From an optimization exercise on the open Yosys and OpenROAD flow, aimed at small area and a short achievable clock period; shortcuts taken in it are not production practice. No run shown here included a check of the RTL's function; only the layout flow was run. Power figures rest on the tool's default switching activity, not on a simulated workload.

==> design/flow/design.v <==
module PID(
input clk, rst_n,
input pwr_up,
input logic [17:0] integrator_in,
output logic signed [17:0] integrator,
output logic [7:0] ss_tmr
);
logic [10:0] pre;
logic [7:0] ss_inc;
logic [8:0] sc;
wire pre_fb = ~(pre[10] ^ pre[8]) ^ (&pre[9:0]);
wire pre_wrap = pre[10] && !(|pre[9:0]);
always_comb begin
  sc[0] = pre_wrap & !(&ss_tmr);
  for (int k = 0; k < 8; k++) begin
    ss_inc[k] = ss_tmr[k] ^ sc[k];
    sc[k+1] = sc[k] & ss_tmr[k];
  end
end
always_ff @(posedge clk, negedge rst_n) begin
  if (!rst_n)
    integrator <= 18'h00000;
  else
    integrator <= integrator_in;
end
always_ff @(posedge clk, negedge rst_n) begin
  if (!rst_n) begin
    pre <= 11'h000;
    ss_tmr <= 8'h00;
  end else if (!pwr_up) begin
    pre <= 11'h000;
    ss_tmr <= 8'h00;
  end else begin
    pre <= {pre[9:0], pre_fb};
    ss_tmr <= ss_inc;
  end
end
endmodule
module SegwayMath(
input vld, pwr_up, rider_off,
input logic signed [15:0] ptch,
input logic signed [15:0] ptch_rt,
input logic [11:0] steer_pot,
input logic en_steer,
input logic signed [17:0] integrator,
input logic [7:0] ss_tmr,
output logic [17:0] integrator_in,
output logic signed [11:0] lft_spd,
output logic signed [11:0] rght_spd,
output logic too_fast
);
wire e_pos = !ptch[15] && |ptch[14:9];
wire e_neg = ptch[15] && !(&ptch[14:9]);
wire [9:0] e = e_pos ? 10'h1FF : e_neg ? 10'h200 : ptch[9:0];
wire [17:0] isum;
wire ov = (integrator[17] == e[9]) && (isum[17] != integrator[17]);
assign integrator_in = rider_off ? 18'h00000 : (vld && !ov) ? isum : integrator;
wire i_pos = !integrator[17] && |integrator[16:15];
wire i_neg = integrator[17] && !(&integrator[16:15]);
wire [14:0] I_term = i_pos ? 15'h3FFF : i_neg ? 15'h4000 : integrator[15:1];
wire [9:0] r = ptch_rt[15:6];
wire pot_hi = (&steer_pot[11:9]) && (|steer_pot[8:0]);
wire pot_lo = !(|steer_pot[11:9]);
wire [11:0] lim = pot_hi ? 12'hE00 : pot_lo ? 12'h200 : steer_pot;
wire [9:0] st3;
wire [9:0] st = en_steer ? st3 : 10'h000;
wire [15:0] PID_sum;
wire pos_sat = !PID_sum[15] && |PID_sum[14:11];
wire neg_sat = PID_sum[15] && !(&PID_sum[14:11]);
wire [11:0] X = pos_sat ? 12'h7FF : neg_sat ? 12'h800 : PID_sum[11:0];
wire [12:0] lt, rt;
wire [8:0] lap, lam, rap, ram;
wire l_hi, l_pos, l_sm, l_lo, l_fast, r_hi, r_pos, r_sm, r_lo, r_fast;
wire n1 = integrator[0] ^ e[0];
wire n2 = integrator[0] & e[0];
wire n3 = integrator[1] ^ e[1] ^ n2;
wire n4 = (integrator[1] & e[1]) | (integrator[1] & n2) | (e[1] & n2);
wire n5 = integrator[2] ^ e[2] ^ n4;
wire n6 = (integrator[2] & e[2]) | (integrator[2] & n4) | (e[2] & n4);
wire n7 = integrator[3] ^ e[3] ^ n6;
wire n8 = (integrator[3] & e[3]) | (integrator[3] & n6) | (e[3] & n6);
wire n9 = integrator[4] ^ e[4] ^ n8;
wire n10 = (integrator[4] & e[4]) | (integrator[4] & n8) | (e[4] & n8);
wire n11 = integrator[5] ^ e[5] ^ n10;
wire n12 = (integrator[5] & e[5]) | (integrator[5] & n10) | (e[5] & n10);
wire n13 = integrator[6] ^ e[6] ^ n12;
wire n14 = (integrator[6] & e[6]) | (integrator[6] & n12) | (e[6] & n12);
wire n15 = integrator[7] ^ e[7] ^ n14;
wire n16 = (integrator[7] & e[7]) | (integrator[7] & n14) | (e[7] & n14);
wire n17 = integrator[8] ^ e[8] ^ n16;
wire n18 = (integrator[8] & e[8]) | (integrator[8] & n16) | (e[8] & n16);
wire n19 = integrator[9] ^ e[9] ^ n18;
wire n20 = (integrator[9] & e[9]) | (integrator[9] & n18) | (e[9] & n18);
wire n21 = integrator[10] ^ e[9] ^ n20;
wire n22 = (integrator[10] & e[9]) | (integrator[10] & n20) | (e[9] & n20);
wire n23 = integrator[11] ^ e[9] ^ n22;
wire n24 = (integrator[11] & e[9]) | (integrator[11] & n22) | (e[9] & n22);
wire n25 = integrator[12] ^ e[9] ^ n24;
wire n26 = (integrator[12] & e[9]) | (integrator[12] & n24) | (e[9] & n24);
wire n27 = integrator[13] ^ e[9] ^ n26;
wire n28 = (integrator[13] & e[9]) | (integrator[13] & n26) | (e[9] & n26);
wire n29 = integrator[14] ^ e[9] ^ n28;
wire n30 = (integrator[14] & e[9]) | (integrator[14] & n28) | (e[9] & n28);
wire n31 = integrator[15] ^ e[9] ^ n30;
wire n32 = (integrator[15] & e[9]) | (integrator[15] & n30) | (e[9] & n30);
wire n33 = integrator[16] ^ e[9] ^ n32;
wire n34 = (integrator[16] & e[9]) | (integrator[16] & n32) | (e[9] & n32);
wire n35 = integrator[17] ^ e[9] ^ n34;
wire n36 = (integrator[17] & e[9]) | (integrator[17] & n34) | (e[9] & n34);
wire n37 = I_term[0] ^ e[0];
wire n38 = I_term[0] | e[0];
wire n39 = I_term[1] ^ e[1] ^ n38;
wire n40 = (I_term[1] & e[1]) | (I_term[1] & n38) | (e[1] & n38);
wire n41 = ~r[2];
wire n42 = I_term[2] ^ n41 ^ e[2];
wire n43 = (I_term[2] & n41) | (I_term[2] & e[2]) | (n41 & e[2]);
wire n44 = I_term[3] ^ e[3] ^ e[0];
wire n45 = (I_term[3] & e[3]) | (I_term[3] & e[0]) | (e[3] & e[0]);
wire n46 = ~r[3];
wire n47 = n46 ^ n43 ^ n44;
wire n48 = (n46 & n43) | (n46 & n44) | (n43 & n44);
wire n49 = I_term[4] ^ e[4] ^ e[1];
wire n50 = (I_term[4] & e[4]) | (I_term[4] & e[1]) | (e[4] & e[1]);
wire n51 = ~r[4];
wire n52 = n51 ^ n45 ^ n49;
wire n53 = (n51 & n45) | (n51 & n49) | (n45 & n49);
wire n54 = I_term[5] ^ e[5] ^ e[2];
wire n55 = (I_term[5] & e[5]) | (I_term[5] & e[2]) | (e[5] & e[2]);
wire n56 = ~r[5];
wire n57 = n56 ^ n50 ^ n54;
wire n58 = (n56 & n50) | (n56 & n54) | (n50 & n54);
wire n59 = I_term[6] ^ e[6] ^ e[3];
wire n60 = (I_term[6] & e[6]) | (I_term[6] & e[3]) | (e[6] & e[3]);
wire n61 = ~r[6];
wire n62 = n61 ^ n55 ^ n59;
wire n63 = (n61 & n55) | (n61 & n59) | (n55 & n59);
wire n64 = I_term[7] ^ e[7] ^ e[4];
wire n65 = (I_term[7] & e[7]) | (I_term[7] & e[4]) | (e[7] & e[4]);
wire n66 = ~r[7];
wire n67 = n66 ^ n60 ^ n64;
wire n68 = (n66 & n60) | (n66 & n64) | (n60 & n64);
wire n69 = I_term[8] ^ e[8] ^ e[5];
wire n70 = (I_term[8] & e[8]) | (I_term[8] & e[5]) | (e[8] & e[5]);
wire n71 = ~r[8];
wire n72 = n71 ^ n65 ^ n69;
wire n73 = (n71 & n65) | (n71 & n69) | (n65 & n69);
wire n74 = I_term[9] ^ r[9] ^ e[6];
wire n75 = (I_term[9] & r[9]) | (I_term[9] & e[6]) | (r[9] & e[6]);
wire n76 = ~e[9];
wire n77 = n76 ^ n70 ^ n74;
wire n78 = (n76 & n70) | (n76 & n74) | (n70 & n74);
wire n79 = I_term[10] ^ e[7];
wire n80 = I_term[10] | e[7];
wire n81 = ~n79;
wire n82 = n81 ^ n75 ^ n78;
wire n83 = (n81 & n75) | (n81 & n78) | (n75 & n78);
wire n84 = I_term[11] ^ e[8];
wire n85 = I_term[11] | e[8];
wire n86 = ~n84;
wire n87 = n80 ^ n86 ^ n83;
wire n88 = (n80 & n86) | (n80 & n83) | (n86 & n83);
wire n89 = ~e[9];
wire n90 = I_term[12] ^ n89 ^ n85;
wire n91 = (I_term[12] & n89) | (I_term[12] & n85) | (n89 & n85);
wire n92 = I_term[13] ^ n91;
wire n93 = I_term[13] | n91;
wire n94 = r[0] ^ n37;
wire n95 = ~r[0] & ~n37;
wire n96 = r[1] ^ n39;
wire n97 = ~r[1] & n39;
wire n98 = n40 ^ n42;
wire n99 = n40 & n42;
wire n100 = n48 ^ n52;
wire n101 = n48 & n52;
wire n102 = n53 ^ n57;
wire n103 = n53 & n57;
wire n104 = n58 ^ n62;
wire n105 = n58 & n62;
wire n106 = n63 ^ n67;
wire n107 = n63 & n67;
wire n108 = n68 ^ n72;
wire n109 = n68 & n72;
wire n110 = n73 ^ n77;
wire n111 = n73 & n77;
wire n112 = n88 ^ n90;
wire n113 = n88 & n90;
wire n114 = I_term[14] ^ n93;
wire n115 = ~I_term[14] & n93;
wire n116 = n98 & n97;
wire n117 = n99 | n116;
wire n118 = n98 & ~n96;
wire n119 = n100 & n47;
wire n120 = n104 & n103;
wire n121 = n105 | n120;
wire n122 = n104 & n102;
wire n123 = n108 & n107;
wire n124 = n109 | n123;
wire n125 = n108 & n106;
wire n126 = n82 & n111;
wire n127 = n82 & n110;
wire n128 = n112 & n87;
wire n129 = ~n114 & ~n92;
wire n130 = ~n96 & n95;
wire n131 = n97 | n130;
wire n132 = n118 & n95;
wire n133 = n117 | n132;
wire n134 = n102 & n101;
wire n135 = n103 | n134;
wire n136 = n102 & n119;
wire n137 = n122 & n101;
wire n138 = n121 | n137;
wire n139 = n122 & n119;
wire n140 = n110 & n124;
wire n141 = n111 | n140;
wire n142 = n110 & n125;
wire n143 = n127 & n124;
wire n144 = n126 | n143;
wire n145 = n127 & n125;
wire n146 = ~n92 & n113;
wire n147 = ~n92 & n128;
wire n148 = n129 & n113;
wire n149 = n115 | n148;
wire n150 = n129 & n128;
wire n151 = n47 & n133;
wire n152 = n119 & n133;
wire n153 = n101 | n152;
wire n154 = n136 & n133;
wire n155 = n135 | n154;
wire n156 = n139 & n133;
wire n157 = n138 | n156;
wire n158 = n87 & n144;
wire n159 = n87 & n145;
wire n160 = n128 & n144;
wire n161 = n113 | n160;
wire n162 = n128 & n145;
wire n163 = n147 & n144;
wire n164 = n146 | n163;
wire n165 = n147 & n145;
wire n166 = n150 & n144;
wire n167 = n149 | n166;
wire n168 = n150 & n145;
wire n169 = n106 & n157;
wire n170 = n107 | n169;
wire n171 = n125 & n157;
wire n172 = n124 | n171;
wire n173 = n142 & n157;
wire n174 = n141 | n173;
wire n175 = n145 & n157;
wire n176 = n144 | n175;
wire n177 = n159 & n157;
wire n178 = n158 | n177;
wire n179 = n162 & n157;
wire n180 = n161 | n179;
wire n181 = n165 & n157;
wire n182 = n164 | n181;
wire n183 = n168 & n157;
wire n184 = n167 | n183;
wire n185 = n96 ^ n95;
wire n186 = n98 ^ n131;
wire n187 = n47 ^ n133;
wire n188 = n100 ^ n151;
wire n189 = n102 ^ n153;
wire n190 = n104 ^ n155;
wire n191 = n106 ^ n157;
wire n192 = n108 ^ n170;
wire n193 = n110 ^ n172;
wire n194 = n82 ^ n174;
wire n195 = n87 ^ n176;
wire n196 = n112 ^ n178;
wire n197 = n92 ^ n180;
wire n198 = n114 ^ n182;
wire n199 = ~(ss_tmr[0] & X[0]);
wire n200 = ~(ss_tmr[0] & X[1]);
wire n201 = ~(ss_tmr[0] & X[2]);
wire n202 = ~(ss_tmr[0] & X[3]);
wire n203 = ~(ss_tmr[0] & X[4]);
wire n204 = ~(ss_tmr[0] & X[5]);
wire n205 = ~(ss_tmr[0] & X[6]);
wire n206 = ~(ss_tmr[0] & X[7]);
wire n207 = ~(ss_tmr[0] & X[8]);
wire n208 = ~(ss_tmr[0] & X[9]);
wire n209 = ~(ss_tmr[0] & X[10]);
wire n210 = ~(ss_tmr[0] & X[11]);
wire n211 = ~(ss_tmr[1] & X[0]);
wire n212 = ~(ss_tmr[1] & X[1]);
wire n213 = ~(ss_tmr[1] & X[2]);
wire n214 = ~(ss_tmr[1] & X[3]);
wire n215 = ~(ss_tmr[1] & X[4]);
wire n216 = ~(ss_tmr[1] & X[5]);
wire n217 = ~(ss_tmr[1] & X[6]);
wire n218 = ~(ss_tmr[1] & X[7]);
wire n219 = ~(ss_tmr[1] & X[8]);
wire n220 = ~(ss_tmr[1] & X[9]);
wire n221 = ~(ss_tmr[1] & X[10]);
wire n222 = ~(ss_tmr[1] & X[11]);
wire n223 = ~(ss_tmr[2] & X[0]);
wire n224 = ~(ss_tmr[2] & X[1]);
wire n225 = ~(ss_tmr[2] & X[2]);
wire n226 = ~(ss_tmr[2] & X[3]);
wire n227 = ~(ss_tmr[2] & X[4]);
wire n228 = ~(ss_tmr[2] & X[5]);
wire n229 = ~(ss_tmr[2] & X[6]);
wire n230 = ~(ss_tmr[2] & X[7]);
wire n231 = ~(ss_tmr[2] & X[8]);
wire n232 = ~(ss_tmr[2] & X[9]);
wire n233 = ~(ss_tmr[2] & X[10]);
wire n234 = ~(ss_tmr[2] & X[11]);
wire n235 = ~(ss_tmr[3] & X[0]);
wire n236 = ~(ss_tmr[3] & X[1]);
wire n237 = ~(ss_tmr[3] & X[2]);
wire n238 = ~(ss_tmr[3] & X[3]);
wire n239 = ~(ss_tmr[3] & X[4]);
wire n240 = ~(ss_tmr[3] & X[5]);
wire n241 = ~(ss_tmr[3] & X[6]);
wire n242 = ~(ss_tmr[3] & X[7]);
wire n243 = ~(ss_tmr[3] & X[8]);
wire n244 = ~(ss_tmr[3] & X[9]);
wire n245 = ~(ss_tmr[3] & X[10]);
wire n246 = ~(ss_tmr[3] & X[11]);
wire n247 = ~(ss_tmr[4] & X[0]);
wire n248 = ~(ss_tmr[4] & X[1]);
wire n249 = ~(ss_tmr[4] & X[2]);
wire n250 = ~(ss_tmr[4] & X[3]);
wire n251 = ~(ss_tmr[4] & X[4]);
wire n252 = ~(ss_tmr[4] & X[5]);
wire n253 = ~(ss_tmr[4] & X[6]);
wire n254 = ~(ss_tmr[4] & X[7]);
wire n255 = ~(ss_tmr[4] & X[8]);
wire n256 = ~(ss_tmr[4] & X[9]);
wire n257 = ~(ss_tmr[4] & X[10]);
wire n258 = ~(ss_tmr[4] & X[11]);
wire n259 = ~(ss_tmr[5] & X[0]);
wire n260 = ~(ss_tmr[5] & X[1]);
wire n261 = ~(ss_tmr[5] & X[2]);
wire n262 = ~(ss_tmr[5] & X[3]);
wire n263 = ~(ss_tmr[5] & X[4]);
wire n264 = ~(ss_tmr[5] & X[5]);
wire n265 = ~(ss_tmr[5] & X[6]);
wire n266 = ~(ss_tmr[5] & X[7]);
wire n267 = ~(ss_tmr[5] & X[8]);
wire n268 = ~(ss_tmr[5] & X[9]);
wire n269 = ~(ss_tmr[5] & X[10]);
wire n270 = ~(ss_tmr[5] & X[11]);
wire n271 = ~(ss_tmr[6] & X[0]);
wire n272 = ~(ss_tmr[6] & X[1]);
wire n273 = ~(ss_tmr[6] & X[2]);
wire n274 = ~(ss_tmr[6] & X[3]);
wire n275 = ~(ss_tmr[6] & X[4]);
wire n276 = ~(ss_tmr[6] & X[5]);
wire n277 = ~(ss_tmr[6] & X[6]);
wire n278 = ~(ss_tmr[6] & X[7]);
wire n279 = ~(ss_tmr[6] & X[8]);
wire n280 = ~(ss_tmr[6] & X[9]);
wire n281 = ~(ss_tmr[6] & X[10]);
wire n282 = ~(ss_tmr[6] & X[11]);
wire n283 = ~(ss_tmr[7] & X[0]);
wire n284 = ~(ss_tmr[7] & X[1]);
wire n285 = ~(ss_tmr[7] & X[2]);
wire n286 = ~(ss_tmr[7] & X[3]);
wire n287 = ~(ss_tmr[7] & X[4]);
wire n288 = ~(ss_tmr[7] & X[5]);
wire n289 = ~(ss_tmr[7] & X[6]);
wire n290 = ~(ss_tmr[7] & X[7]);
wire n291 = ~(ss_tmr[7] & X[8]);
wire n292 = ~(ss_tmr[7] & X[9]);
wire n293 = ~(ss_tmr[7] & X[10]);
wire n294 = ~(ss_tmr[7] & X[11]);
wire n295 = n201 ^ n212 ^ n223;
wire n296 = (n201 & n212) | (n201 & n223) | (n212 & n223);
wire n297 = n202 ^ n213 ^ n224;
wire n298 = (n202 & n213) | (n202 & n224) | (n213 & n224);
wire n299 = n235 ^ n296 ^ n297;
wire n300 = (n235 & n296) | (n235 & n297) | (n296 & n297);
wire n301 = n203 ^ n214 ^ n225;
wire n302 = (n203 & n214) | (n203 & n225) | (n214 & n225);
wire n303 = n236 ^ n247 ^ n298;
wire n304 = (n236 & n247) | (n236 & n298) | (n247 & n298);
wire n305 = n301 ^ n300 ^ n303;
wire n306 = (n301 & n300) | (n301 & n303) | (n300 & n303);
wire n307 = n204 ^ n215 ^ n226;
wire n308 = (n204 & n215) | (n204 & n226) | (n215 & n226);
wire n309 = n237 ^ n248 ^ n259;
wire n310 = (n237 & n248) | (n237 & n259) | (n248 & n259);
wire n311 = n302 ^ n307 ^ n309;
wire n312 = (n302 & n307) | (n302 & n309) | (n307 & n309);
wire n313 = n304 ^ n311 ^ n306;
wire n314 = (n304 & n311) | (n304 & n306) | (n311 & n306);
wire n315 = n205 ^ n216 ^ n227;
wire n316 = (n205 & n216) | (n205 & n227) | (n216 & n227);
wire n317 = n238 ^ n249 ^ n260;
wire n318 = (n238 & n249) | (n238 & n260) | (n249 & n260);
wire n319 = n271 ^ n308 ^ n310;
wire n320 = (n271 & n308) | (n271 & n310) | (n308 & n310);
wire n321 = n315 ^ n317 ^ n312;
wire n322 = (n315 & n317) | (n315 & n312) | (n317 & n312);
wire n323 = n319 ^ n321 ^ n314;
wire n324 = (n319 & n321) | (n319 & n314) | (n321 & n314);
wire n325 = n206 ^ n217 ^ n228;
wire n326 = (n206 & n217) | (n206 & n228) | (n217 & n228);
wire n327 = n239 ^ n250 ^ n261;
wire n328 = (n239 & n250) | (n239 & n261) | (n250 & n261);
wire n329 = n272 ^ n283 ^ n316;
wire n330 = (n272 & n283) | (n272 & n316) | (n283 & n316);
wire n331 = n318 ^ n325 ^ n327;
wire n332 = (n318 & n325) | (n318 & n327) | (n325 & n327);
wire n333 = n320 ^ n329 ^ n331;
wire n334 = (n320 & n329) | (n320 & n331) | (n329 & n331);
wire n335 = n322 ^ n333 ^ n324;
wire n336 = (n322 & n333) | (n322 & n324) | (n333 & n324);
wire n337 = n200 ^ n211;
wire n338 = ~n200 & ~n211;
wire n339 = ~n295 & n338;
wire n340 = ~n295 & n337;
wire n341 = ~n305 & ~n299;
wire n342 = ~n323 & ~n313;
wire n343 = n342 & n341;
wire n344 = n343 & n339;
wire n345 = ~n335 & n344;
wire n346 = n207 ^ n218 ^ n229;
wire n347 = (n207 & n218) | (n207 & n229) | (n218 & n229);
wire n348 = n240 ^ n251 ^ n262;
wire n349 = (n240 & n251) | (n240 & n262) | (n251 & n262);
wire n350 = n273 ^ n284 ^ n326;
wire n351 = (n273 & n284) | (n273 & n326) | (n284 & n326);
wire n352 = n328 ^ n346 ^ n348;
wire n353 = (n328 & n346) | (n328 & n348) | (n346 & n348);
wire n354 = n330 ^ n332 ^ n350;
wire n355 = (n330 & n332) | (n330 & n350) | (n332 & n350);
wire n356 = n352 ^ n334 ^ n354;
wire n357 = (n352 & n334) | (n352 & n354) | (n334 & n354);
wire n358 = n208 ^ n219 ^ n230;
wire n359 = (n208 & n219) | (n208 & n230) | (n219 & n230);
wire n360 = n241 ^ n252 ^ n263;
wire n361 = (n241 & n252) | (n241 & n263) | (n252 & n263);
wire n362 = n274 ^ n285 ^ n347;
wire n363 = (n274 & n285) | (n274 & n347) | (n285 & n347);
wire n364 = n349 ^ n358 ^ n360;
wire n365 = (n349 & n358) | (n349 & n360) | (n358 & n360);
wire n366 = n351 ^ n353 ^ n362;
wire n367 = (n351 & n353) | (n351 & n362) | (n353 & n362);
wire n368 = n364 ^ n355 ^ n366;
wire n369 = (n364 & n355) | (n364 & n366) | (n355 & n366);
wire n370 = n209 ^ n220 ^ n231;
wire n371 = (n209 & n220) | (n209 & n231) | (n220 & n231);
wire n372 = n242 ^ n253 ^ n264;
wire n373 = (n242 & n253) | (n242 & n264) | (n253 & n264);
wire n374 = n275 ^ n286 ^ n359;
wire n375 = (n275 & n286) | (n275 & n359) | (n286 & n359);
wire n376 = n361 ^ n370 ^ n372;
wire n377 = (n361 & n370) | (n361 & n372) | (n370 & n372);
wire n378 = n363 ^ n365 ^ n374;
wire n379 = (n363 & n365) | (n363 & n374) | (n365 & n374);
wire n380 = n376 ^ n367 ^ n378;
wire n381 = (n376 & n367) | (n376 & n378) | (n367 & n378);
wire n382 = n210 ^ n221;
wire n383 = n210 | ~n221;
wire n384 = n232 ^ n243 ^ n254;
wire n385 = (n232 & n243) | (n232 & n254) | (n243 & n254);
wire n386 = n265 ^ n276 ^ n287;
wire n387 = (n265 & n276) | (n265 & n287) | (n276 & n287);
wire n388 = ~n382;
wire n389 = n388 ^ n371 ^ n373;
wire n390 = (n388 & n371) | (n388 & n373) | (n371 & n373);
wire n391 = n384 ^ n386 ^ n375;
wire n392 = (n384 & n386) | (n384 & n375) | (n386 & n375);
wire n393 = n377 ^ n389 ^ n379;
wire n394 = (n377 & n389) | (n377 & n379) | (n389 & n379);
wire n395 = n391 ^ n381 ^ n393;
wire n396 = (n391 & n381) | (n391 & n393) | (n381 & n393);
wire n397 = ~n222;
wire n398 = n397 ^ n233 ^ n244;
wire n399 = (n397 & n233) | (n397 & n244) | (n233 & n244);
wire n400 = n255 ^ n266 ^ n277;
wire n401 = (n255 & n266) | (n255 & n277) | (n266 & n277);
wire n402 = n288 ^ n385 ^ n387;
wire n403 = (n288 & n385) | (n288 & n387) | (n385 & n387);
wire n404 = ~n383;
wire n405 = n404 ^ n400 ^ n398;
wire n406 = (n404 & n400) | (n404 & n398) | (n400 & n398);
wire n407 = n390 ^ n402 ^ n405;
wire n408 = (n390 & n402) | (n390 & n405) | (n402 & n405);
wire n409 = n392 ^ n407 ^ n394;
wire n410 = (n392 & n407) | (n392 & n394) | (n407 & n394);
wire n411 = ~n234;
wire n412 = n411 ^ n245 ^ n256;
wire n413 = (n411 & n245) | (n411 & n256) | (n245 & n256);
wire n414 = n267 ^ n278 ^ n289;
wire n415 = (n267 & n278) | (n267 & n289) | (n278 & n289);
wire n416 = n401 ^ n414 ^ n399;
wire n417 = (n401 & n414) | (n401 & n399) | (n414 & n399);
wire n418 = n412 ^ n403 ^ n406;
wire n419 = (n412 & n403) | (n412 & n406) | (n403 & n406);
wire n420 = n416 ^ n408 ^ n418;
wire n421 = (n416 & n408) | (n416 & n418) | (n408 & n418);
wire n422 = ~n246;
wire n423 = n422 ^ n257 ^ n268;
wire n424 = (n422 & n257) | (n422 & n268) | (n257 & n268);
wire n425 = n279 ^ n290 ^ n415;
wire n426 = (n279 & n290) | (n279 & n415) | (n290 & n415);
wire n427 = n413 ^ n423 ^ n425;
wire n428 = (n413 & n423) | (n413 & n425) | (n423 & n425);
wire n429 = n417 ^ n427 ^ n419;
wire n430 = (n417 & n427) | (n417 & n419) | (n427 & n419);
wire n431 = ~n258;
wire n432 = n431 ^ n269 ^ n280;
wire n433 = (n431 & n269) | (n431 & n280) | (n269 & n280);
wire n434 = n291 ^ n424 ^ n432;
wire n435 = (n291 & n424) | (n291 & n432) | (n424 & n432);
wire n436 = n426 ^ n434 ^ n428;
wire n437 = (n426 & n434) | (n426 & n428) | (n434 & n428);
wire n438 = ~n270;
wire n439 = n438 ^ n281 ^ n292;
wire n440 = (n438 & n281) | (n438 & n292) | (n281 & n292);
wire n441 = n433 ^ n439 ^ n435;
wire n442 = (n433 & n439) | (n433 & n435) | (n439 & n435);
wire n443 = ~n282;
wire n444 = n443 ^ n293 ^ n440;
wire n445 = (n443 & n293) | (n443 & n440) | (n293 & n440);
wire n446 = lim[1] & lim[0];
wire n447 = lim[2] & n446;
wire n448 = lim[3] & n447;
wire n449 = lim[4] & n448;
wire n450 = lim[5] & n449;
wire n451 = lim[6] & n450;
wire n452 = lim[7] & n451;
wire n453 = lim[8] & n452;
wire n454 = lim[9] & n453;
wire n455 = lim[10] & n454;
wire n456 = lim[11] & n455;
wire n457 = lim[1] ^ lim[0];
wire n458 = lim[2] ^ n446;
wire n459 = lim[3] ^ n447;
wire n460 = lim[4] ^ n448;
wire n461 = lim[5] ^ n449;
wire n462 = lim[6] ^ n450;
wire n463 = lim[7] ^ n451;
wire n464 = lim[8] ^ n452;
wire n465 = lim[9] ^ n453;
wire n466 = lim[10] ^ n454;
wire n467 = lim[11] ^ n455;
wire n468 = n459 ^ n460;
wire n469 = n459 & n460;
wire n470 = n460 ^ n461;
wire n471 = n460 & n461;
wire n472 = n461 ^ n462;
wire n473 = n461 & n462;
wire n474 = n462 ^ n463;
wire n475 = n462 & n463;
wire n476 = n463 ^ n464;
wire n477 = n463 & n464;
wire n478 = n464 ^ n465;
wire n479 = n464 & n465;
wire n480 = n465 ^ n466;
wire n481 = n465 & n466;
wire n482 = n466 ^ n467;
wire n483 = n466 & ~n467;
wire n484 = n467 ^ n467;
wire n485 = ~n467 & ~n467;
wire n486 = n467 ^ n467;
wire n487 = ~n467 & ~n467;
wire n488 = n470 & n469;
wire n489 = n471 | n488;
wire n490 = n472 & n489;
wire n491 = n473 | n490;
wire n492 = n474 & n491;
wire n493 = n475 | n492;
wire n494 = n476 & n493;
wire n495 = n477 | n494;
wire n496 = n478 & n495;
wire n497 = n479 | n496;
wire n498 = n480 & n497;
wire n499 = n481 | n498;
wire n500 = ~n482 & n499;
wire n501 = n483 | n500;
wire n502 = n484 & n501;
wire n503 = n485 | n502;
wire n504 = n486 & n503;
wire n505 = n487 | n504;
wire n506 = n470 ^ n469;
wire n507 = n472 ^ n489;
wire n508 = n474 ^ n491;
wire n509 = n476 ^ n493;
wire n510 = n478 ^ n495;
wire n511 = n480 ^ n497;
wire n512 = n482 ^ n499;
wire n513 = n484 ^ n501;
wire n514 = n486 ^ n503;
wire n515 = ~st[0];
wire n516 = n515 ^ n356 ^ n336;
wire n517 = (n515 & n356) | (n515 & n336) | (n356 & n336);
wire n518 = ~st[1];
wire n519 = n518 ^ n357 ^ n368;
wire n520 = (n518 & n357) | (n518 & n368) | (n357 & n368);
wire n521 = ~st[2];
wire n522 = n521 ^ n369 ^ n380;
wire n523 = (n521 & n369) | (n521 & n380) | (n369 & n380);
wire n524 = ~st[3];
wire n525 = n524 ^ n395 ^ n523;
wire n526 = (n524 & n395) | (n524 & n523) | (n395 & n523);
wire n527 = ~st[4];
wire n528 = n527 ^ n396 ^ n409;
wire n529 = (n527 & n396) | (n527 & n409) | (n396 & n409);
wire n530 = ~st[5];
wire n531 = n530 ^ n420 ^ n410;
wire n532 = (n530 & n420) | (n530 & n410) | (n420 & n410);
wire n533 = ~st[6];
wire n534 = n533 ^ n421 ^ n429;
wire n535 = (n533 & n421) | (n533 & n429) | (n421 & n429);
wire n536 = ~st[7];
wire n537 = n536 ^ n436 ^ n430;
wire n538 = (n536 & n436) | (n536 & n430) | (n436 & n430);
wire n539 = ~st[8];
wire n540 = n539 ^ n441 ^ n437;
wire n541 = (n539 & n441) | (n539 & n437) | (n441 & n437);
wire n542 = st[9] ^ n444;
wire n543 = ~st[9] | ~n444;
wire n544 = n542 ^ n442 ^ n541;
wire n545 = (n542 & n442) | (n542 & n541) | (n442 & n541);
wire n546 = n294 ^ n543;
wire n547 = n294 | n543;
wire n548 = n445 ^ n546 ^ n545;
wire n549 = (n445 & n546) | (n445 & n545) | (n546 & n545);
wire n550 = n345 ^ n516;
wire n551 = n345 & ~n516;
wire n552 = n517 ^ n519;
wire n553 = ~n517 & ~n519;
wire n554 = n520 ^ n522;
wire n555 = ~n520 & ~n522;
wire n556 = n526 ^ n528;
wire n557 = ~n526 & ~n528;
wire n558 = n529 ^ n531;
wire n559 = ~n529 & ~n531;
wire n560 = n532 ^ n534;
wire n561 = ~n532 & ~n534;
wire n562 = n535 ^ n537;
wire n563 = ~n535 & ~n537;
wire n564 = n538 ^ n540;
wire n565 = ~n538 & ~n540;
wire n566 = n547 ^ n549;
wire n567 = n547 & ~n549;
wire n568 = n552 & n551;
wire n569 = n553 | n568;
wire n570 = n554 & n569;
wire n571 = n555 | n570;
wire n572 = ~n525 & n571;
wire n573 = n556 & n572;
wire n574 = n557 | n573;
wire n575 = n558 & n574;
wire n576 = n559 | n575;
wire n577 = n560 & n576;
wire n578 = n561 | n577;
wire n579 = n562 & n578;
wire n580 = n563 | n579;
wire n581 = n564 & n580;
wire n582 = n565 | n581;
wire n583 = ~n544 & n582;
wire n584 = ~n548 & n583;
wire n585 = ~n566 & n584;
wire n586 = n567 | n585;
wire n587 = n552 ^ n551;
wire n588 = n554 ^ n569;
wire n589 = n525 ^ n571;
wire n590 = n556 ^ n572;
wire n591 = n558 ^ n574;
wire n592 = n560 ^ n576;
wire n593 = n562 ^ n578;
wire n594 = n564 ^ n580;
wire n595 = n544 ^ n582;
wire n596 = n548 ^ n583;
wire n597 = n566 ^ n584;
wire n598 = lt[4] & lt[3];
wire n599 = ~lt[5] & n598;
wire n600 = lt[5] | n599;
wire n601 = lt[6] & n600;
wire n602 = ~lt[7] & n601;
wire n603 = lt[7] | n602;
wire n604 = lt[8] & n603;
wire n605 = lt[9] & n604;
wire n606 = lt[10] & n605;
wire n607 = lt[11] & n606;
wire n608 = lt[4] ^ lt[3];
wire n609 = lt[5] ^ n598;
wire n610 = lt[6] ^ n600;
wire n611 = lt[7] ^ n601;
wire n612 = lt[8] ^ n603;
wire n613 = lt[9] ^ n604;
wire n614 = lt[10] ^ n605;
wire n615 = lt[11] ^ n606;
wire n616 = ~lt[4] & lt[3];
wire n617 = lt[4] | n616;
wire n618 = lt[5] & n617;
wire n619 = ~lt[6] & n618;
wire n620 = lt[6] | n619;
wire n621 = lt[7] & n620;
wire n622 = ~lt[8] & n621;
wire n623 = lt[8] | n622;
wire n624 = ~lt[9] & n623;
wire n625 = lt[9] | n624;
wire n626 = ~lt[10] & n625;
wire n627 = lt[10] | n626;
wire n628 = ~lt[11] & n627;
wire n629 = lt[11] | n628;
wire n630 = lt[4] ^ lt[3];
wire n631 = lt[5] ^ n617;
wire n632 = lt[6] ^ n618;
wire n633 = lt[7] ^ n620;
wire n634 = lt[8] ^ n621;
wire n635 = lt[9] ^ n623;
wire n636 = lt[10] ^ n625;
wire n637 = lt[11] ^ n627;
wire n638 = (lt[9] & (lt[8] & (lt[7] | (lt[6] & (lt[5] | (lt[4] & lt[3]))))));
wire n639 = (lt[6] | (lt[5] & (lt[4] | (lt[3] & (lt[2] | (lt[1] & lt[0]))))));
wire n640 = (lt[7] & (lt[6] & (lt[5] | (lt[4] & (lt[3] | (lt[2] & lt[1]))))));
wire n641 = (lt[9] | (lt[8] | (lt[7] & (lt[6] | (lt[5] & (lt[4] | lt[3]))))));
wire n642 = (lt[6] & (lt[5] | (lt[4] & (lt[3] & (lt[2] | (lt[1] | lt[0]))))));
wire n643 = st[0] ^ n356;
wire n644 = ~st[0] | ~n356;
wire n645 = ~n345;
wire n646 = n643 ^ n336 ^ n645;
wire n647 = (n643 & n336) | (n643 & n645) | (n336 & n645);
wire n648 = st[1] ^ n357 ^ n368;
wire n649 = (st[1] & n357) | (st[1] & n368) | (n357 & n368);
wire n650 = ~n644;
wire n651 = n650 ^ n648 ^ n647;
wire n652 = (n650 & n648) | (n650 & n647) | (n648 & n647);
wire n653 = st[2] ^ n369 ^ n380;
wire n654 = (st[2] & n369) | (st[2] & n380) | (n369 & n380);
wire n655 = n649 ^ n653 ^ n652;
wire n656 = (n649 & n653) | (n649 & n652) | (n653 & n652);
wire n657 = st[3] ^ n395 ^ n654;
wire n658 = (st[3] & n395) | (st[3] & n654) | (n395 & n654);
wire n659 = st[4] ^ n396 ^ n409;
wire n660 = (st[4] & n396) | (st[4] & n409) | (n396 & n409);
wire n661 = st[5] ^ n420 ^ n410;
wire n662 = (st[5] & n420) | (st[5] & n410) | (n420 & n410);
wire n663 = st[6] ^ n421 ^ n429;
wire n664 = (st[6] & n421) | (st[6] & n429) | (n421 & n429);
wire n665 = st[7] ^ n436 ^ n430;
wire n666 = (st[7] & n436) | (st[7] & n430) | (n436 & n430);
wire n667 = st[8] ^ n441 ^ n437;
wire n668 = (st[8] & n441) | (st[8] & n437) | (n441 & n437);
wire n669 = st[9] ^ n444;
wire n670 = st[9] | ~n444;
wire n671 = ~n669;
wire n672 = n671 ^ n442 ^ n668;
wire n673 = (n671 & n442) | (n671 & n668) | (n442 & n668);
wire n674 = n294 ^ n670;
wire n675 = n294 | n670;
wire n676 = n445 ^ n674 ^ n673;
wire n677 = (n445 & n674) | (n445 & n673) | (n674 & n673);
wire n678 = n656 ^ n657;
wire n679 = ~n656 & ~n657;
wire n680 = n658 ^ n659;
wire n681 = ~n658 & ~n659;
wire n682 = n660 ^ n661;
wire n683 = ~n660 & ~n661;
wire n684 = n662 ^ n663;
wire n685 = ~n662 & ~n663;
wire n686 = n664 ^ n665;
wire n687 = ~n664 & ~n665;
wire n688 = n666 ^ n667;
wire n689 = ~n666 & ~n667;
wire n690 = n675 ^ n677;
wire n691 = n675 & ~n677;
wire n692 = n680 & n679;
wire n693 = n681 | n692;
wire n694 = n682 & n693;
wire n695 = n683 | n694;
wire n696 = n684 & n695;
wire n697 = n685 | n696;
wire n698 = n686 & n697;
wire n699 = n687 | n698;
wire n700 = n688 & n699;
wire n701 = n689 | n700;
wire n702 = ~n672 & n701;
wire n703 = ~n676 & n702;
wire n704 = ~n690 & n703;
wire n705 = n691 | n704;
wire n706 = n680 ^ n679;
wire n707 = n682 ^ n693;
wire n708 = n684 ^ n695;
wire n709 = n686 ^ n697;
wire n710 = n688 ^ n699;
wire n711 = n672 ^ n701;
wire n712 = n676 ^ n702;
wire n713 = n690 ^ n703;
wire n714 = rt[4] & rt[3];
wire n715 = ~rt[5] & n714;
wire n716 = rt[5] | n715;
wire n717 = rt[6] & n716;
wire n718 = ~rt[7] & n717;
wire n719 = rt[7] | n718;
wire n720 = rt[8] & n719;
wire n721 = rt[9] & n720;
wire n722 = rt[10] & n721;
wire n723 = rt[11] & n722;
wire n724 = rt[4] ^ rt[3];
wire n725 = rt[5] ^ n714;
wire n726 = rt[6] ^ n716;
wire n727 = rt[7] ^ n717;
wire n728 = rt[8] ^ n719;
wire n729 = rt[9] ^ n720;
wire n730 = rt[10] ^ n721;
wire n731 = rt[11] ^ n722;
wire n732 = ~rt[4] & rt[3];
wire n733 = rt[4] | n732;
wire n734 = rt[5] & n733;
wire n735 = ~rt[6] & n734;
wire n736 = rt[6] | n735;
wire n737 = rt[7] & n736;
wire n738 = ~rt[8] & n737;
wire n739 = rt[8] | n738;
wire n740 = ~rt[9] & n739;
wire n741 = rt[9] | n740;
wire n742 = ~rt[10] & n741;
wire n743 = rt[10] | n742;
wire n744 = ~rt[11] & n743;
wire n745 = rt[11] | n744;
wire n746 = rt[4] ^ rt[3];
wire n747 = rt[5] ^ n733;
wire n748 = rt[6] ^ n734;
wire n749 = rt[7] ^ n736;
wire n750 = rt[8] ^ n737;
wire n751 = rt[9] ^ n739;
wire n752 = rt[10] ^ n741;
wire n753 = rt[11] ^ n743;
wire n754 = (rt[9] & (rt[8] & (rt[7] | (rt[6] & (rt[5] | (rt[4] & rt[3]))))));
wire n755 = (rt[6] | (rt[5] & (rt[4] | (rt[3] & (rt[2] | (rt[1] & rt[0]))))));
wire n756 = (rt[7] & (rt[6] & (rt[5] | (rt[4] & (rt[3] | (rt[2] & rt[1]))))));
wire n757 = (rt[9] | (rt[8] | (rt[7] & (rt[6] | (rt[5] & (rt[4] | rt[3]))))));
wire n758 = (rt[6] & (rt[5] | (rt[4] & (rt[3] & (rt[2] | (rt[1] | rt[0]))))));
assign isum[0] = n1;
assign isum[1] = n3;
assign isum[2] = n5;
assign isum[3] = n7;
assign isum[4] = n9;
assign isum[5] = n11;
assign isum[6] = n13;
assign isum[7] = n15;
assign isum[8] = n17;
assign isum[9] = n19;
assign isum[10] = n21;
assign isum[11] = n23;
assign isum[12] = n25;
assign isum[13] = n27;
assign isum[14] = n29;
assign isum[15] = n31;
assign isum[16] = n33;
assign isum[17] = n35;
assign PID_sum[0] = n94;
assign PID_sum[1] = ~n185;
assign PID_sum[2] = n186;
assign PID_sum[3] = n187;
assign PID_sum[4] = n188;
assign PID_sum[5] = n189;
assign PID_sum[6] = n190;
assign PID_sum[7] = n191;
assign PID_sum[8] = n192;
assign PID_sum[9] = n193;
assign PID_sum[10] = n194;
assign PID_sum[11] = n195;
assign PID_sum[12] = n196;
assign PID_sum[13] = ~n197;
assign PID_sum[14] = ~n198;
assign PID_sum[15] = ~n184;
assign st3[0] = n468;
assign st3[1] = n506;
assign st3[2] = n507;
assign st3[3] = n508;
assign st3[4] = n509;
assign st3[5] = n510;
assign st3[6] = n511;
assign st3[7] = ~n512;
assign st3[8] = n513;
assign st3[9] = n514;
assign lt[0] = ~n550;
assign lt[1] = n587;
assign lt[2] = n588;
assign lt[3] = ~n589;
assign lt[4] = n590;
assign lt[5] = n591;
assign lt[6] = n592;
assign lt[7] = n593;
assign lt[8] = n594;
assign lt[9] = ~n595;
assign lt[10] = ~n596;
assign lt[11] = ~n597;
assign lt[12] = ~n586;
assign lap[0] = ~lt[3];
assign lam[0] = ~lt[3];
assign lap[1] = n608;
assign lam[1] = ~n630;
assign lap[2] = ~n609;
assign lam[2] = n631;
assign lap[3] = n610;
assign lam[3] = ~n632;
assign lap[4] = ~n611;
assign lam[4] = n633;
assign lap[5] = n612;
assign lam[5] = ~n634;
assign lap[6] = n613;
assign lam[6] = ~n635;
assign lap[7] = n614;
assign lam[7] = ~n636;
assign lap[8] = n615;
assign lam[8] = ~n637;
assign l_hi = (lt[11] | (lt[10] & n638));
assign l_pos = (lt[11] | (lt[10] | (lt[9] | (lt[8] | (lt[7] | n639)))));
assign l_sm = (lt[11] & (lt[10] & (lt[9] & (lt[8] & n640))));
assign l_lo = (lt[11] & (lt[10] | n641));
assign l_fast = (lt[11] | (lt[10] & (lt[9] | (lt[8] & (lt[7] | n642)))));
assign rt[0] = ~n646;
assign rt[1] = ~n651;
assign rt[2] = ~n655;
assign rt[3] = n678;
assign rt[4] = n706;
assign rt[5] = n707;
assign rt[6] = n708;
assign rt[7] = n709;
assign rt[8] = n710;
assign rt[9] = ~n711;
assign rt[10] = ~n712;
assign rt[11] = ~n713;
assign rt[12] = ~n705;
assign rap[0] = ~rt[3];
assign ram[0] = ~rt[3];
assign rap[1] = n724;
assign ram[1] = ~n746;
assign rap[2] = ~n725;
assign ram[2] = n747;
assign rap[3] = n726;
assign ram[3] = ~n748;
assign rap[4] = ~n727;
assign ram[4] = n749;
assign rap[5] = n728;
assign ram[5] = ~n750;
assign rap[6] = n729;
assign ram[6] = ~n751;
assign rap[7] = n730;
assign ram[7] = ~n752;
assign rap[8] = n731;
assign ram[8] = ~n753;
assign r_hi = (rt[11] | (rt[10] & n754));
assign r_pos = (rt[11] | (rt[10] | (rt[9] | (rt[8] | (rt[7] | n755)))));
assign r_sm = (rt[11] & (rt[10] & (rt[9] & (rt[8] & n756))));
assign r_lo = (rt[11] & (rt[10] | n757));
assign r_fast = (rt[11] | (rt[10] & (rt[9] | (rt[8] & (rt[7] | n758)))));
wire [11:0] l_y = !lt[12] ? (l_hi ? 12'h7FF : l_pos ? {lap, lt[2:0]} : {lt[9:0], 2'b00})
                          : (l_sm ? {lt[9:0], 2'b00} : l_lo ? {lam, lt[2:0]} : 12'h800);
wire [11:0] r_y = !rt[12] ? (r_hi ? 12'h7FF : r_pos ? {rap, rt[2:0]} : {rt[9:0], 2'b00})
                          : (r_sm ? {rt[9:0], 2'b00} : r_lo ? {ram, rt[2:0]} : 12'h800);
assign lft_spd = pwr_up ? l_y : 12'h000;
assign rght_spd = pwr_up ? r_y : 12'h000;
assign too_fast = pwr_up && ((!lt[12] && l_fast) || (!rt[12] && r_fast));
endmodule
module balance_cntrl
# (parameter fast_sim=1)
(
input clk, rst_n,
input vld, pwr_up, rider_off,
input logic signed [15:0] ptch,
input logic signed [15:0] ptch_rt,
input logic [11:0] steer_pot,
input logic en_steer,
output logic signed [11:0] lft_spd,
output logic signed [11:0] rght_spd,
output logic too_fast
);
logic signed [17:0] integrator;
logic [17:0] integrator_in;
logic [7:0] ss_tmr;
PID PID_balance (.clk(clk), .rst_n(rst_n), .pwr_up(pwr_up), .integrator_in(integrator_in),
                 .integrator(integrator), .ss_tmr(ss_tmr));
SegwayMath SegwayMath_balance (.vld(vld), .pwr_up(pwr_up), .rider_off(rider_off), .ptch(ptch),
                 .ptch_rt(ptch_rt), .steer_pot(steer_pot), .en_steer(en_steer),
                 .integrator(integrator), .ss_tmr(ss_tmr), .integrator_in(integrator_in),
                 .lft_spd(lft_spd), .rght_spd(rght_spd), .too_fast(too_fast));
endmodule
==> design/flow/flow/run.sh <==
#!/bin/bash
# Layout flow: the standard synthesis, then an inverter clean-up around the
# full-adder cells (polarity.py) and a re-map of the remaining gates
# (remap.tcl, ABC area script), then the standard layout steps with plain
# buf_1 port buffers and a setup-repair target of MARGIN ns.
set -euo pipefail
MARGIN=10
R=orfs/results/sky130hd/balance_cntrl/base
bash standard.sh  synth > 1_standard_synth.log 2>&1
cp $R/1_2_yosys.v std_1_2_yosys.v
python3 flow/polarity.py std_1_2_yosys.v pol.v > 2_polarity.log 2>&1
export REMAP_IN=pol.v REMAP_OUT=remap.v
export REMAP_LIB=$FLOW_HOME/platforms/sky130hd/lib/sky130_fd_sc_hd__tt_025C_1v80.lib
export REMAP_ABC_SCRIPT=flow/abc.script
export REMAP_DONT_USE="$(sed -n '/DONT_USE_CELLS += /,/^$/p' $FLOW_HOME/platforms/sky130hd/config.mk | grep -o 'sky130_fd_sc_hd__[a-z0-9_]*' | tr '\n' ' ')"
yosys -c flow/remap.tcl > 3_remap.log 2>&1
cp remap.v $R/1_2_yosys.v
rm -f $R/1_synth.odb $R/1_synth.sdc
ARGS=( "BUFFER_PORTS_ARGS=-buffer_cell sky130_fd_sc_hd__buf_1")
if [ "$MARGIN" != "none" ]; then
  ARGS+=("SETUP_SLACK_MARGIN=$MARGIN")
fi
bash standard.sh "${ARGS[@]}" finish > 4_standard_finish.log 2>&1
==> design/flow/flow/abc.script <==
strash
dc2
dch -f
map -a
strash
dch -f
map -a
topo
buffer -c
upsize -c
dnsize -c
==> design/flow/flow/polarity.py <==
#!/usr/bin/env python3
"""Inverter clean-up around full adders in a flat sky130 gate netlist.

A full adder is self-dual: FA(~a, ~b, ~c) = (~sum, ~cout).  Each fa cell may
therefore run in inverted polarity.  This pass picks a polarity per fa cell
that needs the fewest inverters, removes the design's free inverters and adds
back one inverter per net whose complement some pin still needs.
Usage: polarity.py in.v out.v"""
import re, sys, collections

src = open(sys.argv[1]).read()
INV = re.compile(r'sky130_fd_sc_hd__(inv|clkinv)_\d+$')
FA = re.compile(r'sky130_fd_sc_hd__fa_\d+$')
OUTP = {'X', 'Y', 'Q', 'Q_N', 'SUM', 'COUT', 'HI', 'LO'}

m = re.search(r'\bmodule\s+(\w+)\s*\((.*?)\);(.*)\bendmodule', src, re.S)
top, portlist, body = m.group(1), m.group(2), m.group(3)
stmts = [s.strip() for s in body.split(';')]
cells = []      # [typ, name, {pin: net}]
other = []      # non-cell statements, kept verbatim
cre = re.compile(r'^(sky130_fd_sc_hd__\w+)\s+(\S+)\s*\((.*)\)$', re.S)
for s in stmts:
    if not s:
        continue
    mm = cre.match(s)
    if mm:
        pins = {p: n.strip() for p, n in re.findall(r'\.(\w+)\(([^()]*)\)', mm.group(3))}
        cells.append([mm.group(1), mm.group(2), pins])
    else:
        other.append(s)

# nets used by non-cell statements (assigns, ports) stay fixed
fixed_nets = set()
for s in other:
    if s.startswith('assign'):
        for tok in re.findall(r'\\\S+|[A-Za-z_][\w$]*(?:\[\d+\])?', s[len('assign'):]):
            fixed_nets.add(tok)
ports = set()
for s in other:
    mm = re.match(r'^(input|output|inout)\s*(\[(\d+):(\d+)\])?\s*(.*)$', s, re.S)
    if mm:
        names = [x.strip() for x in mm.group(5).split(',')]
        for n in names:
            if mm.group(2):
                a, b = int(mm.group(3)), int(mm.group(4))
                for i in range(min(a, b), max(a, b) + 1):
                    ports.add('%s[%d]' % (n, i))
            ports.add(n)
fixed_nets |= ports

driver = {}
for c in cells:
    for p, n in c[2].items():
        if p in OUTP:
            driver[n] = c

def is_free_inv(c):
    return INV.match(c[0]) and c[2]['Y'] not in fixed_nets

def root(n):
    par = 0
    seen = 0
    while n in driver and is_free_inv(driver[n]) and seen < 100:
        n = driver[n][2]['A']
        par ^= 1
        seen += 1
    return n, par

fas = [c for c in cells if FA.match(c[0])]
fa_idx = {c[1]: i for i, c in enumerate(fas)}
out_of = {}    # net -> fa index (physical driver)
for i, c in enumerate(fas):
    out_of[c[2]['SUM']] = i
    out_of[c[2]['COUT']] = i

# consumers: (cell, pin, root, parity, fa_index or None)
cons = []
for c in cells:
    if is_free_inv(c):
        continue
    for p, n in c[2].items():
        if p in OUTP:
            continue
        r, k = root(n)
        cons.append((c, p, r, k, fa_idx.get(c[1]) if FA.match(c[0]) else None))

f = [0] * len(fas)
def need(ci):
    c, p, r, k, w = cons[ci]
    ph = f[out_of[r]] if r in out_of else 0
    return k ^ ph ^ (f[w] if w is not None else 0)

by_root = collections.defaultdict(list)
for i, cc in enumerate(cons):
    by_root[cc[2]].append(i)
touch = collections.defaultdict(set)
for i, cc in enumerate(cons):
    if cc[4] is not None:
        touch[cc[4]].add(cc[2])
for i, c in enumerate(fas):
    touch[i].add(c[2]['SUM'])
    touch[i].add(c[2]['COUT'])

def cost_root(r):
    return 1 if any(need(i) for i in by_root[r]) else 0

def total():
    return sum(cost_root(r) for r in by_root)

before = total()
improved = True
it = 0
while improved and it < 50:
    improved = False
    it += 1
    for i in range(len(fas)):
        rs = touch[i]
        c0 = sum(cost_root(r) for r in rs)
        f[i] ^= 1
        c1 = sum(cost_root(r) for r in rs)
        if c1 < c0:
            improved = True
        else:
            f[i] ^= 1
after = total()

# rebuild
new_cells = [c for c in cells if not is_free_inv(c)]
old_inv = len(cells) - len(new_cells)
inv_net = {}
extra = []
wires = []
k = 0
for i, cc in enumerate(cons):
    c, p, r, par, w = cc
    if need(i):
        if r not in inv_net:
            k += 1
            nn = 'polinv_%d' % k
            inv_net[r] = nn
            wires.append(nn)
            extra.append(['sky130_fd_sc_hd__inv_1', 'polinv_cell_%d' % k, {'A': r, 'Y': nn}])
        c[2][p] = inv_net[r]
    else:
        c[2][p] = r

def emit(c):
    pins = ',\n'.join('    .%s(%s)' % (p, n + (' ' if n.startswith('\\') else '')) for p, n in c[2].items())
    return '  %s %s (\n%s\n  );' % (c[0], c[1], pins)

out = ['module %s(%s);' % (top, portlist)]
for s in other:
    out.append('  ' + s + ' ;')
for w_ in wires:
    out.append('  wire %s;' % w_)
for c in new_cells + extra:
    out.append(emit(c))
out.append('endmodule')
head = src[:m.start()]
open(sys.argv[2], 'w').write(head + '\n'.join(out) + '\n')
sys.stderr.write('polarity: %d fa cells, %d flipped, inverters %d -> %d (cost %d -> %d)\n'
                 % (len(fas), sum(f), old_inv, len(extra), before, after))
==> design/flow/flow/remap.tcl <==
# Re-map the random logic around the kept adder cells and flip-flops.
# env: REMAP_IN, REMAP_OUT, REMAP_LIB, REMAP_ABC_SCRIPT, REMAP_DONT_USE
yosys -import
set L $::env(REMAP_LIB)
read_liberty -ignore_miss_func -ignore_buses $L
read_verilog -defer $::env(REMAP_IN)
hierarchy -top balance_cntrl
foreach c {fa_1 fa_2 fa_4 dfrtp_1 dfrtp_2 dfrtp_4 dfxtp_1 conb_1} {
  catch { blackbox sky130_fd_sc_hd__$c }
}
flatten
opt_clean -purge
techmap
opt -fast
set dont_use {}
foreach c $::env(REMAP_DONT_USE) { lappend dont_use -dont_use $c }
abc -script $::env(REMAP_ABC_SCRIPT) -liberty $L {*}$dont_use
opt_clean -purge

stat -liberty $L
write_verilog -noattr -noexpr -nohex -nodec -selected $::env(REMAP_OUT)
==> design/flow/standard.sh <==
#!/bin/bash
# synth_recipe.tcl (not shown) runs the flow's synth.tcl, then flattens the netlist and writes it again
# the make line also repeats each setting of config.mk as NAME=value (left out here)
make -C /OpenROAD-flow-scripts/flow DESIGN_CONFIG=/design/flow/config.mk WORK_HOME=/design/flow/orfs CLKGATE_MAP_FILE= SYNTH_SCRIPT=/design/flow/synth_recipe.tcl "${@:-finish}"
==> design/flow/config.mk <==
export PLATFORM = sky130hd
export DESIGN_NAME = balance_cntrl
export DESIGN_NICKNAME = balance_cntrl
export VERILOG_FILES = /design/flow/design.v
export SDC_FILE = /design/flow/constraint.sdc
export NUM_CORES = 4
export LEC_CHECK = 0
export ABC_AREA = 1
export CAP_MARGIN = 20
export CORE_MARGIN = 2
export CORE_UTILIZATION = 65
export SLEW_MARGIN = 20
==> design/flow/constraint.sdc <==
create_clock -name core_clock -period 35.0 [get_ports {clk}]
set_input_delay 7.0000 -clock core_clock [delete_from_list [all_inputs] [get_ports {clk}]]
set_output_delay 7.0000 -clock core_clock [all_outputs]
set_load 0.01 [all_outputs]
==> impl_metrics.yaml, run 1 <==
min_path:
  hold_path_class: "flop to flop"
power:
  vdd_drop_max_mv: 0.0492
  total_leakage_power_nw: 3.78
  power-per-cell-area_nw_per_um2: 60.3
placement:
  post_place_cells: 1165
  count_of_input_and_output_buffers: 68
  placed_area_um2: 8070
  gp_routability_congestion: 0.922
  post_detailed_placement_half_perimeter_wirelength_mm: 14.7
drt:
  detail_route.wl_per_cell_um: 16.4
  dr.first_iter.drc_count: 574
  post_drt_via_cell_ratio: 5.76
  remaining_drc_errors: 0
  ant_nets: 0
  vias: 7194
  drt_wl_total_mm: 20.5
  drt_pre_antenna_iters: 7
die:
  die_area_um2: 12300
  initial_utilization_pct: 65.9
  pin_count: 75
  core_um2: 11300
  dieHeight_um: 111
  floorplan.die.width_um: 111
  core.rowCount: 39
worst_setup_path:
  crit_path_max_fanout: 8
  critPathSlowestCell: "fa_2"
  number_of_buffer_and_inverter_stages_on_the_critical_path: 13
  timing.critical_path.arrival_ps: 18790
  worst-endpoint-required_ps: 28000
  critical-path-top-delay-family: "adder cells"
  endpoint_type_of_the_worst_setup_path: "output pin"
  worstSetupPathType: "input port to output pin"
  setup.worst_path.start_class: "input port"
  cp_common_cell: "fa_2"
  crit_path_max_incr_delay_ps: 620
final_layout:
  sequential_area_um2: 926
  diodes: 0
  multi_input_comb_area_um2: 6270
  filler_cell_count: 743
  fin_nets: 1299
  finalInstanceArea_um2: 9280
  layout-drive-gt1-share_pct: 26.2
  post_layout_instance_count_excluding_filler_cells: 1248
  layout-area-overhead-vs-synth_pct: 24.9
sta:
  skew_ps: 6.12
  finalCriticalPeriod_ps: 25790
  final_max_slew_viol_count: 0
  layout_worst_path_cycle_share_pct: 73.7
  achievable-frequency_ghz: 0.0388
  totalNegativeSetupSlack_ps: 0
  timing_hold_violations_final: 0
  rsz0062_at_grt: "true"
  timing_worst_slew_pin_value_ps: 964
  max_transition_margin_pct: 35.7
  setup_viol: 0
clock_network:
  clk_path_buf_depth: 2
  tritoncts_clock_tree: "built"
  cts.reportedPaths.clkPinSlew_ps: 50
  numCtsBuffers: 5
  htreeDepth: 2
  postCtsHoldBufs: 0
  clock-sinks: 37
  worstSkewPairLatency_ps: 280
  clk_root_buffer_cell: "clkbuf_16"
synthesis:
  synthesis.yosys.warnings: 1
  avgSynthCellArea_um2: 7.75
  number_of_nets_in_the_synthesized_netlist: 1152
  post_synth_inst_count: 958
  syn-cell-area_um2: 7430
global_routing:
  grt_max_degree: 38
  global_route.overflow_total: 0
  grtUsageTotal_pct: 32.8
  grt_pass1_vias: 7285
  grt_pass1_wl_mm: 33.0
  number_of_antenna_violations_at_the_first_check_in_global_routing: 0
run_status:
  outcome: "complete, no violations"
flow_run:
  drv_cap: 0
==> final timing paths <==
check / startpoint / end / slack (ps) / cells past startpoint
setup reg to reg: PID_balance.integrator[0]$_DFFE_PN0P_ / PID_balance.integrator[15]$_DFFE_PN0P_ / 26720 / 27
max in group asynchronous: rst_n / PID_balance.integrator[13]$_DFFE_PN0P_ / 27530 / 1
hold / removal: PID_balance.pre[9]$_DFF_PN0_ / PID_balance.pre[10]$_DFF_PN0_ / 500 / 2
setup / recovery: ptch[14] / rght_spd[4] / 9210 / 62
hold reg to reg: PID_balance.pre[9]$_DFF_PN0_ / PID_balance.pre[10]$_DFF_PN0_ / 500 / 2
min in group asynchronous: rst_n / PID_balance.integrator[0]$_DFFE_PN0P_ / 6860 / 1
==> stage by stage <==
step / setup WS, ps / total power [W] / hold WS (ps) / utilization [%]
3_3_place_gp: 8610 / 0.000378 / 475 / 71.6
4_1_cts: 9390 / 0.000491 / 493 / 78.5
3_5_place_dp: 8520 / 0.000381 / 485 / 71.6
5_1_grt: 8660 / 0.000601 / 516 / 82.3
2_1_floorplan: 10010 / 0.000312 / 450 / -
6_report: 9210 / 0.000559 / 499 / 82.3
==> flip-flops by register name (all words and copies together) (netlist names) <==
name	flops
PID_balance.ss_tmr	8
PID_balance.integrator	18
PID_balance.pre	11
==> cell type report <==
class	instances	share of cell area (%)
clock buffer	7	1.54
inverter	211	8.83
multi-input combinational	705	67.6
sequential	37	9.98
tap	143	1.93
timing repair buffer	145	10.1
==> power breakdown <==
group	total, W	internal (W)	switching [W]
sequential	0.0000486	0.0000464	0.00000221
combinational	0.000466	0.000187	0.000279
clock	0.0000449	0.0000280	0.0000169
==> layout by cell type (no fill, tap or decap), types with 19 or more instances in the layout <==
cell type and count:
buf_2 22, inv_2 30, buf_4 65, buf_1 39
o21ai_0 36, nor2_1 142, a21oi_1 36, nand2_1 126
nor3_1 23, inv_1 170, dfrtp_1 37, fa_2 27
nand3_1 19, fa_1 117
==> tightest hold or removal path, cell delays in order, from the launching register on <==
cell	delay, ps
dfrtp_1	320
inv_1	50
nor2_1	90
==> routing by layer <==
layer | part of all wire (%) | GRT usage (%) | vias to the layer above
li1 | - | - | 3287
met1 | 37 | 40.3 | 3459
met2 | 51 | 58.9 | 369
met3 | 6.8 | 3.83 | 79
met4 | 4.3 | 13.8 | 0
met5 | 0 | 0 | -
==> what timing repair did <==
action | in CTS | in global routing
endpoints found under the hold margin | 0 | 0
resized for setup | 109 | 52
setup buffers | 43 | 33
pin swaps | 40 | 21
endpoints found under the setup margin | 25 | 25
==> inputs of run 2 (changes only) <==
--- a/design/flow/flow/run.sh
+++ b/design/flow/flow/run.sh
@@ -4,7 +4,7 @@
 # (remap.tcl, ABC area script), then the standard layout steps with plain
 # buf_1 port buffers and a setup-repair target of MARGIN ns.
 set -euo pipefail
-MARGIN=10
+MARGIN=8
 R=orfs/results/sky130hd/balance_cntrl/base
 bash standard.sh  synth > 1_standard_synth.log 2>&1
 cp $R/1_2_yosys.v std_1_2_yosys.v
==> design/flow/flow/abc.script (replaced) <==
strash
&get -n
&fraig -x
&put
scorr
dc2
strash
&get -n
&dch -f
&nf -a
&put
==> run 2 against run 1 <==
Compared with the run above:
- sequential share of layout area is 0.90 points higher
- global-route usage shrank 0.75 points
- synthesized cell count fell by 13%
- non-clock buffer count shrank 49
- sequential power rose by 7.4%
- clock-buffer cell count decreased by 1
- critical path depth is 18 lower
- combinational power decreased by 11%
- worst setup slack got worse by 800 ps
- worst hold slack got worse by 13 ps
- critical endpoint unchanged
- total power fell by 8.0%
- cell count shrank 13%
==> impl_metrics.yaml, run 2 <==
final_layout:
  multi_input_comb_area_um2: 6440
  layout-drive-gt1-share_pct: 11.4
  diodes: 0
  biggestRegsByFlops: "PID_balance.integrator x18, PID_balance.pre x11, PID_balance.ss_tmr x8"
  register_bank_with_the_most_flops: "PID_balance.integrator"
  mostFrequentLayoutCell: "fa_1"
  mostFrequentLayoutCells: "fa_1 (132), nand2_1 (129), clkinv_1 (89)"
  largest_register_ff_count: 18
  sequential_area_um2: 926
  filler_cell_count: 787
  fin_nets: 1135
  layout-area-overhead-vs-synth_pct: 16.1
worst_setup_path:
  critPathSlowestCell: "fa_2"
  worstRegToRegCells: 23
  cp_common_cell: "fa_1"
  r2r_start: "PID_balance.integrator[0]$_DFFE_PN0P_"
  timing.reg2reg.setup_slack_ps: 27010
  setup.worst_path.start_class: "input port"
  critical-path-top-delay-family: "adder cells"
  worst-endpoint-required_ps: 28000
  timing.critical_path.arrival_ps: 19580
  worstSetupPathType: "input port to output pin"
  rr_endpoint: "PID_balance.integrator[4]$_DFFE_PN0P_"
  endpoint_type_of_the_worst_setup_path: "output pin"
  crit_path_max_incr_delay_ps: 580
  number_of_buffer_and_inverter_stages_on_the_critical_path: 4
  crit_path_max_fanout: 7
power:
  power-per-cell-area_nw_per_um2: 60.5
  total_leakage_power_nw: 2.88
  vdd_drop_max_mv: 0.0561
die:
  core_um2: 10900
  initial_utilization_pct: 67.0
  die_area_um2: 12100
  floorplan.die.width_um: 110
  core.rowCount: 38
  pin_count: 75
  dieHeight_um: 110
drt:
  remaining_drc_errors: 0
  detail_route.wl_per_cell_um: 17.2
  vias: 6592
  post_drt_via_cell_ratio: 6.09
  drt_wl_total_mm: 18.6
  ant_nets: 0
  dr.first_iter.drc_count: 509
  drt_pre_antenna_iters: 5
sta:
  final_max_slew_viol_count: 0
  layout_worst_path_cycle_share_pct: 76.0
  max_transition_margin_pct: 28.1
  skew_ps: 7.23
  finalHoldWorstSlack_ps: 486
  finalCriticalPeriod_ps: 26590
  rsz0062_at_grt: "false"
  timing_hold_violations_final: 0
  achievable-frequency_ghz: 0.0376
  setup_viol: 0
  timing_worst_slew_pin_value_ps: 1070
  totalNegativeSetupSlack_ps: 0
flow_run:
  drv_cap: 0
synthesis:
  syn-cell-area_um2: 7330
  avgSynthCellArea_um2: 8.77
  synthesis.yosys.warnings: 1
  post_synth_inst_count: 836
  number_of_nets_in_the_synthesized_netlist: 1030
run_status:
  outcome: "complete, no violations"
clock_network:
  tritoncts_clock_tree: "built"
  numCtsBuffers: 5
  clk_path_buf_depth: 2
  clock-sinks: 37
  htreeDepth: 2
  clk_root_buffer_cell: "clkbuf_16"
  worstSkewPairLatency_ps: 290
  cts.reportedPaths.clkPinSlew_ps: 60
min_path:
  worstHoldEndpoint: "PID_balance.pre[0]$_DFF_PN0_"
  hold_path_class: "flop to flop"
  min-delay-start: "PID_balance.pre[10]$_DFF_PN0_"
  min_delay_path_depth: 1
placement:
  count_of_input_and_output_buffers: 68
  gp_routability_congestion: 0.945
  post_detailed_placement_half_perimeter_wirelength_mm: 14.2
global_routing:
  grt_pass1_wl_mm: 30.4
  grt_use_met2_pct: 58.5
  grtUsageTotal_pct: 32.0
  gr-usage-met1_pct: 39.3
  grt_pass1_vias: 6697
  grt_max_degree: 47
  gr-max-usage-layer: "met2"
  number_of_antenna_violations_at_the_first_check_in_global_routing: 0
  grt.met3_usage_pct: 3.17
  global_route.overflow_total: 0
run 2: final cells by class:
class	instances	share of cell area (%)
Clock inverter	2	0.162
Sequential cell	37	10.9
Multi-Input combinational cell	712	75.7
Clock buffer	6	1.63
Timing Repair Buffer	96	5.63
Tap cell	140	2.06
Inverter	89	3.93
run 2: power breakdown:
part           total [W]  internal (W)  switching, W
combinational   0.000416      0.000160      0.000257
sequential     0.0000522     0.0000473    0.00000491
clock          0.0000462     0.0000283     0.0000179
run 2: stage by stage:
step | std cells | cell area (um2) | setup slack, ps | utilization (%) | total power [W]
3_3_place_gp | 1047 | 7790 | 6370 | 71.2 | 0.000355
2_1_floorplan | 836 | 7330 | 8050 | - | 0.000290
4_1_cts | 1069 | 8230 | 8000 | 75.3 | 0.000474
6_report | 1082 | 8510 | 8420 | 77.8 | 0.000515
3_5_place_dp | 1047 | 7790 | 5940 | 71.2 | 0.000367
5_1_grt | 1082 | 8510 | 7950 | 77.8 | 0.000553
run 2: worst max path at each step:
stage	start	end	slack (ps)	depth (start not counted)
after floorplan	ptch[11]	rght_spd[6]	8050	45
after global placement	ptch[15]	rght_spd[3]	6370	47
after detailed placement	ptch[15]	rght_spd[3]	5940	47
after CTS	ptch[11]	rght_spd[3]	8000	49
after global routing	ptch[14]	rght_spd[2]	7950	47
final	ptch[14]	rght_spd[4]	8420	44
run 2: what timing repair did:
action,CTS,global route
hold buffers,0,0
cloned,2,0
buffers inserted,12,13
resized for setup,51,51
setup endpoints to repair,24,22
pin swaps,12,21
run 2: per-layer routing:
| metal | wire (um) | part of all wire, % |
|---|---|---|
| met5 | 0 | 0 |
| met4 | 601 | 3.2 |
| met3 | 918 | 4.9 |
| met2 | 9570 | 51 |
| met1 | 7510 | 40 |

==> re-timing with driven ports <==
No port has a modelled driver above. Below, the same layouts with a new extraction and two added sets of constraints.
Step 1 (the two cells are an assumption about what drives the block):
set clk [get_ports {clk}]
set_driving_cell -lib_cell sky130_fd_sc_hd__clkbuf_16 $clk
set_driving_cell -lib_cell sky130_fd_sc_hd__buf_2 [delete_from_list [all_inputs] $clk]
Step 2 also shifts input and output timing later by t, the mid clock arrival at the registers, as if the neighbouring blocks saw the same clock.
Three values: ideal ports, drivers, drivers and shift; two values: the first two.
run | shift t [ns] | setup WS [ns] | hold WS [ns] | worst setup path after step 2
run 1 | 0.315 | 9.214 / 9.191 / 9.191 | 0.499 / 0.499 / 0.499 | input to output
run 2 | 0.312 | 8.415 / 8.386 / 8.386 | 0.486 / 0.486 / 0.486 | input to output
After both steps setup and hold are still met in every run listed. The setup slack of run 2, which loses most, moves by -0.029 ns with the drivers and by -0.029 ns with both steps.
